What follows belongs to an exercise in optimizing a design on an open flow for small area; a production flow would make more cautious choices. No functional check of the RTL was part of this run.

==> design/flow/design.v <==
`timescale 1ns/100ps
module cordic_stage(x_i, y_i, d, x_o, y_o);
  parameter i = 0;
  input  signed [17:0] x_i, y_i;
  input  d;
  output signed [17:0] x_o, y_o;
  assign x_o = d ? x_i + (y_i >>> i) : x_i - (y_i >>> i);
  assign y_o = d ? y_i - (x_i >>> i) : y_i + (x_i >>> i);
endmodule
`timescale 1ns/100ps
module cordic_pipelined(clk, z0, xn, yn);
  input clk;
  input signed [12:0] z0;
  output signed [17:0] xn, yn;
  wire flip_in = (z0[12] && z0 < -13'sh5A0) || (!z0[12] && z0 > 13'sh5A0);
  wire signed [12:0] zs = flip_in ? (z0[12] ? z0 + 13'shB40 : z0 - 13'shB40) : z0;
  wire d0_in = zs[12];
  wire signed [12:0] z1_full = d0_in ? zs + 13'sh2D0 : zs - 13'sh2D0;
  reg flip1, d0_1; reg signed [10:0] z1_r;
  always @(posedge clk) begin flip1 <= flip_in; d0_1 <= d0_in; z1_r <= z1_full[10:0]; end
  wire d1 = z1_r[10];
  wire signed [10:0] z2 = d1 ? z1_r + 11'sh1A9 : z1_r - 11'sh1A9;
  wire d2 = z2[10];
  wire signed [10:0] z3 = d2 ? z2 + 11'sh0E0 : z2 - 11'sh0E0;
  reg flip2; reg [2:0] dd2; reg signed [8:0] z3_r;
  always @(posedge clk) begin flip2 <= flip1; dd2 <= {d2,d1,d0_1}; z3_r <= z3[8:0]; end
  wire d3 = z3_r[8];
  wire signed [8:0] z4 = d3 ? z3_r + 9'sh072 : z3_r - 9'sh072;
  wire d4 = z4[8];
  wire signed [8:0] z5 = d4 ? z4 + 9'sh039 : z4 - 9'sh039;
  wire d5 = z5[8];
  wire signed [8:0] z6 = d5 ? z5 + 9'sh01C : z5 - 9'sh01C;
  wire d6 = z6[8];
  wire signed [8:0] z7 = d6 ? z6 + 9'sh00E : z6 - 9'sh00E;
  reg flip3; reg [6:0] dd3; reg signed [4:0] z7_r;
  always @(posedge clk) begin flip3 <= flip2; dd3 <= {d6,d5,d4,d3,dd2}; z7_r <= z7[4:0]; end
  wire d7 = z7_r[4];
  wire signed [4:0] z8 = d7 ? z7_r + 5'sh07 : z7_r - 5'sh07;
  wire d8 = z8[4];
  wire signed [4:0] z9 = d8 ? z8 + 5'sh03 : z8 - 5'sh03;
  wire d9 = z9[4];
  reg [10:0] p4, p5, p6;
  always @(posedge clk) begin p4 <= {flip3, d9, d8, d7, dd3}; p5 <= p4; p6 <= p5; end
  reg signed [17:0] xl, yl;
  always @(*) begin
    case (p6[4:0])
      5'd0: begin xl = 18'h3c7d6; yl = 18'h1fc90; end
      5'd1: begin xl = 18'h1fc94; yl = 18'h0382a; end
      5'd2: begin xl = 18'h17528; yl = 18'h15e13; end
      5'd3: begin xl = 18'h15e14; yl = 18'h28ad8; end
      5'd4: begin xl = 18'h0bdc4; yl = 18'h1db2a; end
      5'd5: begin xl = 18'h1db2c; yl = 18'h3423c; end
      5'd6: begin xl = 18'h1edff; yl = 18'h0854a; end
      5'd7: begin xl = 18'h0854a; yl = 18'h21201; end
      5'd8: begin xl = 18'h046c0; yl = 18'h1fabf; end
      5'd9: begin xl = 18'h1fac1; yl = 18'h3b941; end
      5'd10: begin xl = 18'h1bfd8; yl = 18'h0f774; end
      5'd11: begin xl = 18'h0f775; yl = 18'h24028; end
      5'd12: begin xl = 18'h12ce5; yl = 18'h19dd6; end
      5'd13: begin xl = 18'h19dd6; yl = 18'h2d31b; end
      5'd14: begin xl = 18'h1ff9a; yl = 18'h00798; end
      5'd15: begin xl = 18'h00796; yl = 18'h20066; end
      5'd16: begin xl = 18'h00798; yl = 18'h1ff9a; end
      5'd17: begin xl = 18'h1ff9c; yl = 18'h3f868; end
      5'd18: begin xl = 18'h19dd6; yl = 18'h12ce5; end
      5'd19: begin xl = 18'h12ce4; yl = 18'h2622a; end
      5'd20: begin xl = 18'h0f774; yl = 18'h1bfd8; end
      5'd21: begin xl = 18'h1bfd8; yl = 18'h3088c; end
      5'd22: begin xl = 18'h1fabf; yl = 18'h046c0; end
      5'd23: begin xl = 18'h046be; yl = 18'h20541; end
      5'd24: begin xl = 18'h0854a; yl = 18'h1edff; end
      5'd25: begin xl = 18'h1edff; yl = 18'h37ab5; end
      5'd26: begin xl = 18'h1db2a; yl = 18'h0bdc4; end
      5'd27: begin xl = 18'h0bdc3; yl = 18'h224d6; end
      5'd28: begin xl = 18'h15e13; yl = 18'h17528; end
      5'd29: begin xl = 18'h17526; yl = 18'h2a1ed; end
      5'd30: begin xl = 18'h1fc90; yl = 18'h3c7d6; end
      5'd31: begin xl = 18'h3c7d2; yl = 18'h20370; end
      default: begin xl = 18'h0; yl = 18'h0; end
    endcase
  end
  wire signed [17:0] x6, y6;
  cordic_stage #(.i(5)) st5 (.x_i(xl), .y_i(yl), .d(p6[5]), .x_o(x6), .y_o(y6));
  reg signed [17:0] x7_r, y7_r; reg [4:0] q7;
  always @(posedge clk) begin x7_r <= x6; y7_r <= y6; q7 <= {p6[10], p6[9:6]}; end
  wire signed [17:0] x7, y7;
  cordic_stage #(.i(6)) st6 (.x_i(x7_r), .y_i(y7_r), .d(q7[0]), .x_o(x7), .y_o(y7));
  reg signed [17:0] x8_r, y8_r; reg [3:0] q8;
  always @(posedge clk) begin x8_r <= x7; y8_r <= y7; q8 <= {q7[4], q7[3:1]}; end
  wire signed [17:0] x8, y8;
  cordic_stage #(.i(7)) st7 (.x_i(x8_r), .y_i(y8_r), .d(q8[0]), .x_o(x8), .y_o(y8));
  reg signed [17:0] x9_r, y9_r; reg [2:0] q9;
  always @(posedge clk) begin x9_r <= x8; y9_r <= y8; q9 <= {q8[3], q8[2:1]}; end
  wire signed [17:0] x9, y9;
  cordic_stage #(.i(8)) st8 (.x_i(x9_r), .y_i(y9_r), .d(q9[0]), .x_o(x9), .y_o(y9));
  reg signed [17:0] x10_r, y10_r; reg [1:0] q10;
  always @(posedge clk) begin x10_r <= x9; y10_r <= y9; q10 <= {q9[2], q9[1]}; end
  wire signed [17:0] xf, yf;
  cordic_stage #(.i(9)) st9 (.x_i(x10_r), .y_i(y10_r), .d(q10[0]), .x_o(xf), .y_o(yf));
  assign xn = q10[1] ? -xf : xf;
  assign yn = q10[1] ? -yf : yf;
endmodule
==> design/flow/run.sh <==
#!/bin/bash
# synth_recipe.tcl (not shown) runs the flow's synth.tcl, then flattens the netlist and writes it again
# the make line also repeats each setting of config.mk as NAME=value (left out here)
make -C /OpenROAD-flow-scripts/flow DESIGN_CONFIG=/design/flow/config.mk WORK_HOME=/design/flow/orfs CLKGATE_MAP_FILE= SYNTH_SCRIPT=/design/flow/synth_recipe.tcl finish
==> design/flow/config.mk <==
export PLATFORM = sky130hd
export DESIGN_NAME = cordic_pipelined
export DESIGN_NICKNAME = cordic_pipelined
export VERILOG_FILES = /design/flow/design.v
export SDC_FILE = /design/flow/constraint.sdc
export NUM_CORES = 4
export LEC_CHECK = 0
export CAP_MARGIN = 20
export CORE_MARGIN = 2
export CORE_UTILIZATION = 40
export SLEW_MARGIN = 20
==> design/flow/constraint.sdc <==
create_clock -name core_clock -period 5.0 [get_ports {clk}]
set_input_delay 1.0000 -clock core_clock [delete_from_list [all_inputs] [get_ports {clk}]]
set_output_delay 1.0000 -clock core_clock [all_outputs]
set_load 0.01 [all_outputs]
==> results.sh <==
export IMPL_endpoint_kind="output pin"
export IMPL_synth_area_um2=19600
export IMPL_multi_input_comb_area_um2=14200
export IMPL_hold_ws_ps=325
export IMPL_netlist_instances=2342
export IMPL_die_x_um=225
export IMPL_worst_slew_margin=0.465
export IMPL_cts_tree="done"
export IMPL_cts_root_buf="sky130_fd_sc_hd__clkbuf_16"
export IMPL_synthDominantCellAreaShare=0.267
export IMPL_drt_total_wl_um=49800
export IMPL_detail_route_vias_per_cell=5.41
export IMPL_cts_hold_repair_buffers=0
export IMPL_hold_path_class="reg2reg"
export IMPL_setup_tns_ps=-465
export IMPL_commonest_cells_in_the_netlist="261 x sky130_fd_sc_hd__dfxtp_1, 240 x sky130_fd_sc_hd__ha_1, 219 x sky130_fd_sc_hd__a21oi_1, 193 x sky130_fd_sc_hd__xnor2_1, 180 x sky130_fd_sc_hd__nor2_1"
export IMPL_area_growth_syn_to_layout_pct=18.9
export IMPL_slew_of_the_pin_with_the_lowest_slew_margin_ps=802
export IMPL_drt_wirelength_per_cell_um=15.9
export IMPL_synth_area_per_cell_um2=8.35
export IMPL_postRouteAntennaNets=0
export IMPL_most_used_cell_along_the_critical_path="sky130_fd_sc_hd__ha_4"
export IMPL_io_pin_count=50
export IMPL_slowest_delay_ps=480
export IMPL_final_nets=2755
export IMPL_timing_critical_path_fanout_max=3
export IMPL_cpMaxStageDelayCell="sky130_fd_sc_hd__or4_4"
export IMPL_max_cap_violations=0
export IMPL_insertion_delay_ps=550
export IMPL_period_share=1.05
export IMPL_number_of_i_o_port_buffers=49
export IMPL_hpwl_dp_um=39100
export IMPL_dpl_worst_slack_ps=-162
export IMPL_fmax_ghz=0.190
export IMPL_nFillCells=4725
export IMPL_cts_made_buffers=29
export IMPL_clk_pin_slew_worst_paths_ps=60
export IMPL_drt_pass1_iter_count=7
export IMPL_worstPathRequired_ps=4000
export IMPL_final_setup_skew_ps=8.78
export IMPL_class_of_the_most_critical_setup_path="reg2out"
export IMPL_r2r_slack_ps=300
export IMPL_synthArstFlopShare=0
export IMPL_finalWorstSetupSlack_ps=-261
export IMPL_setup_failing_eps_final=6
export IMPL_first_global_vias=16700
export IMPL_worst_setup_path_start_kind="flip-flop"
export IMPL_seq_area_frac_synth=0.267
export IMPL_syn_nets=2613
export IMPL_numPlacedInstances=3041
export IMPL_cts_sink_count=261
export IMPL_netlist_top_cells_area="sky130_fd_sc_hd__dfxtp_1 27%, sky130_fd_sc_hd__ha_1 15%, sky130_fd_sc_hd__xnor2_1 8.6%, sky130_fd_sc_hd__a21oi_1 5.6%, sky130_fd_sc_hd__xor2_1 4.1%"
export IMPL_dominantRegCellSynth="sky130_fd_sc_hd__dfxtp_1"
export IMPL_clockBufferDepth=3
export IMPL_placement_cell_area_um2=21300
export IMPL_final_cell_count_no_fill=3128
export IMPL_count_of_vias_placed_by_the_detailed_router=16900
export IMPL_check_fault_list="setup timing"
export IMPL_core_area_um2=48500
export IMPL_hold_viol=0
export IMPL_synth_edf_count=0
export IMPL_synth_top_area_cell="sky130_fd_sc_hd__dfxtp_1"
export IMPL_yosys_warnings=1
export IMPL_final_wtd_congestion=0.947
export IMPL_setup_repair_after_global_routing_missed_its_margin="yes"
export IMPL_die_height_um=225
export IMPL_iteration_0_drc_count_of_the_detailed_router=830
export IMPL_yosys_cell_count_top_type="sky130_fd_sc_hd__dfxtp_1"
export IMPL_num_antenna_cells=0
export IMPL_grt_overflow_total=0
export IMPL_row_count=81
export IMPL_global_route_usage_total=0.194
export IMPL_final_min_clock_period_ps=5260
export IMPL_grt_start_max_net_pins=73
export IMPL_grt_pass1_wl_um=81800
export IMPL_initial_core_util=0.403
export IMPL_antenna_found_initial=0
export IMPL_path_cells="inv_2 -> ha_4 -> nand2_4 -> nor3_4 -> nand2_1 -> ha_1 -> mux2_4 -> ha_4 -> or4_4 -> o21ba_4 -> o21ai_4 -> nor3b_4 -> o211ai_1 -> buf_4 -> o41ai_4 -> xnor3_1 -> buf_2"
export IMPL_design_die_area_um2=50700
export IMPL_post_route_util=0.479
export IMPL_htreeDepth=1
export IMPL_final_seq_area_um2=5240
export IMPL_maxSlewViolCount=0
export IMPL_status="failed layout checks"
export IMPL_stdcell_area_um2=23200
export IMPL_netlist_cell_type_count=81
export IMPL_worstPathArrival_ps=4260
export IMPL_drc_errors=0
export IMPL_final_layout_size_suffix_gt1_frac=0.142
export IMPL_ys_ff_latch=261
[repair_timing]
action / 4_1_cts / 5_1_grt
setup buffers: 17 / 20
resized for setup: 101 / 118
pin swaps: 32 / 66
setup endpoints to repair: 22 / 24
gates cloned: 0 / 0
[metal layers]
layer  share of wire  global-route usage  wire [um]
met3           0.031              0.0179       1550
met4           0.032              0.0658       1590
met1            0.41               0.216      20400
met2            0.53               0.383      26400
met5               0                   0          0
[flip-flops by register name (all words and copies together) (netlist names), 18 cells and up]
name and count:
st5.x_i 18, st5.y_i 18, x10_r 18, x7_r 18, x8_r 18, x9_r 18
y10_r 18, y7_r 18, y8_r 18, y9_r 18
[critical path: cells and delay by family, from the launching register on]
| family | cells | cell delay [ps] |
|---|---|---|
| muxes | 1 | 290 |
| and+or+nand+nor | 5 | 1000 |
| AOI/OAI and AO/OA | 4 | 850 |
| DFF | 1 | 330 |
| xor gates and xnor gates | 1 | 250 |
| adders and majority gates | 3 | 610 |
| buffers and inverters | 3 | 390 |
[final timing paths]
| kind | startpoint | endpoint | depth (start not counted) |
|---|---|---|---|
| worst min-delay path | p4[3] | p5[3] | 0 |
| worst max-delay path | x10_r[9] | yn[17] | 17 |
| worst max register to register | z3_r[8] | z7_r[3] | 26 |
| worst min register to register | p4[3] | p5[3] | 0 |
[cell families (layout without fill, tap and decap cells)]
| family | count (synthesis) | in the layout | synth area share |
|---|---|---|---|
| compound gates | 666 | 666 | 0.215 |
| xor+xnor | 285 | 285 | 0.128 |
| fa+ha+maj | 257 | 257 | 0.171 |
| buf+inv | 216 | 380 | 0.0415 |
| flops | 261 | 261 | 0.267 |
| mux | 37 | 37 | 0.0209 |
| simple gates | 620 | 620 | 0.156 |
[layout make-up]
type | instances | area share
clock buffer | 31 | 0.0320
clock inverter | 22 | 0.0122
inverter | 148 | 0.0241
multi-input combinational | 1865 | 0.610
sequential | 261 | 0.225
tap | 622 | 0.0335
timing repair buffer | 179 | 0.0623
[cell usage in the layout, fill, tap and decap left out, types with 9 or more instances in the layout]
master / count
sky130_fd_sc_hd__and3_1: 21
sky130_fd_sc_hd__or2_2: 17
sky130_fd_sc_hd__nand3b_1: 12
sky130_fd_sc_hd__a21o_1: 59
sky130_fd_sc_hd__buf_4: 120
sky130_fd_sc_hd__nor3_1: 68
sky130_fd_sc_hd__mux2_2: 17
sky130_fd_sc_hd__clkbuf_16: 29
sky130_fd_sc_hd__xnor2_1: 190
sky130_fd_sc_hd__nor2b_1: 40
sky130_fd_sc_hd__a31oi_1: 29
sky130_fd_sc_hd__o21a_1: 32
sky130_fd_sc_hd__dfxtp_1: 251
sky130_fd_sc_hd__o21ai_2: 9
sky130_fd_sc_hd__o21ai_0: 112
sky130_fd_sc_hd__nor4_1: 12
sky130_fd_sc_hd__clkdlybuf4s50_1: 26
sky130_fd_sc_hd__inv_1: 144
sky130_fd_sc_hd__or3_1: 21
sky130_fd_sc_hd__dfxtp_2: 9
sky130_fd_sc_hd__a21oi_2: 11
sky130_fd_sc_hd__nand2_1: 122
sky130_fd_sc_hd__a21oi_1: 209
sky130_fd_sc_hd__a211o_1: 9
sky130_fd_sc_hd__fa_1: 13
sky130_fd_sc_hd__nor2_1: 178
sky130_fd_sc_hd__xor2_1: 90
sky130_fd_sc_hd__clkinvlp_4: 10
sky130_fd_sc_hd__o21bai_1: 42
sky130_fd_sc_hd__o211ai_1: 17
sky130_fd_sc_hd__buf_2: 13
sky130_fd_sc_hd__nand3_1: 38
sky130_fd_sc_hd__or4_1: 14
sky130_fd_sc_hd__nand2b_1: 15
sky130_fd_sc_hd__ha_1: 232
sky130_fd_sc_hd__mux2i_1: 15
sky130_fd_sc_hd__a211oi_1: 27

## separate check: timing with driven ports
Ports are ideal in the flow. The routed layout listed here was re-timed in OpenROAD.
Step 1 sets driving cells, clkbuf_16 on the clock port and buf_2 on the other inputs (assumed; they add their load-dependent delay and slew).
Step 2 also shifts input and output timing later by t, the mid clock arrival at the registers, as if the neighbouring blocks saw the same clock.
a / b / c = ideal / step 1 / step 2; a / b = the first two.
t (ns): 0.595
slack for setup (ns): -0.261 / -0.312 / 0.284
worst hold slack (ns): 0.325 / 0.325 / 0.325
worst slew at a driven data input, ns: 0.05
The setup slack of this run moves by -0.051 ns with the drivers and by +0.545 ns with both steps.
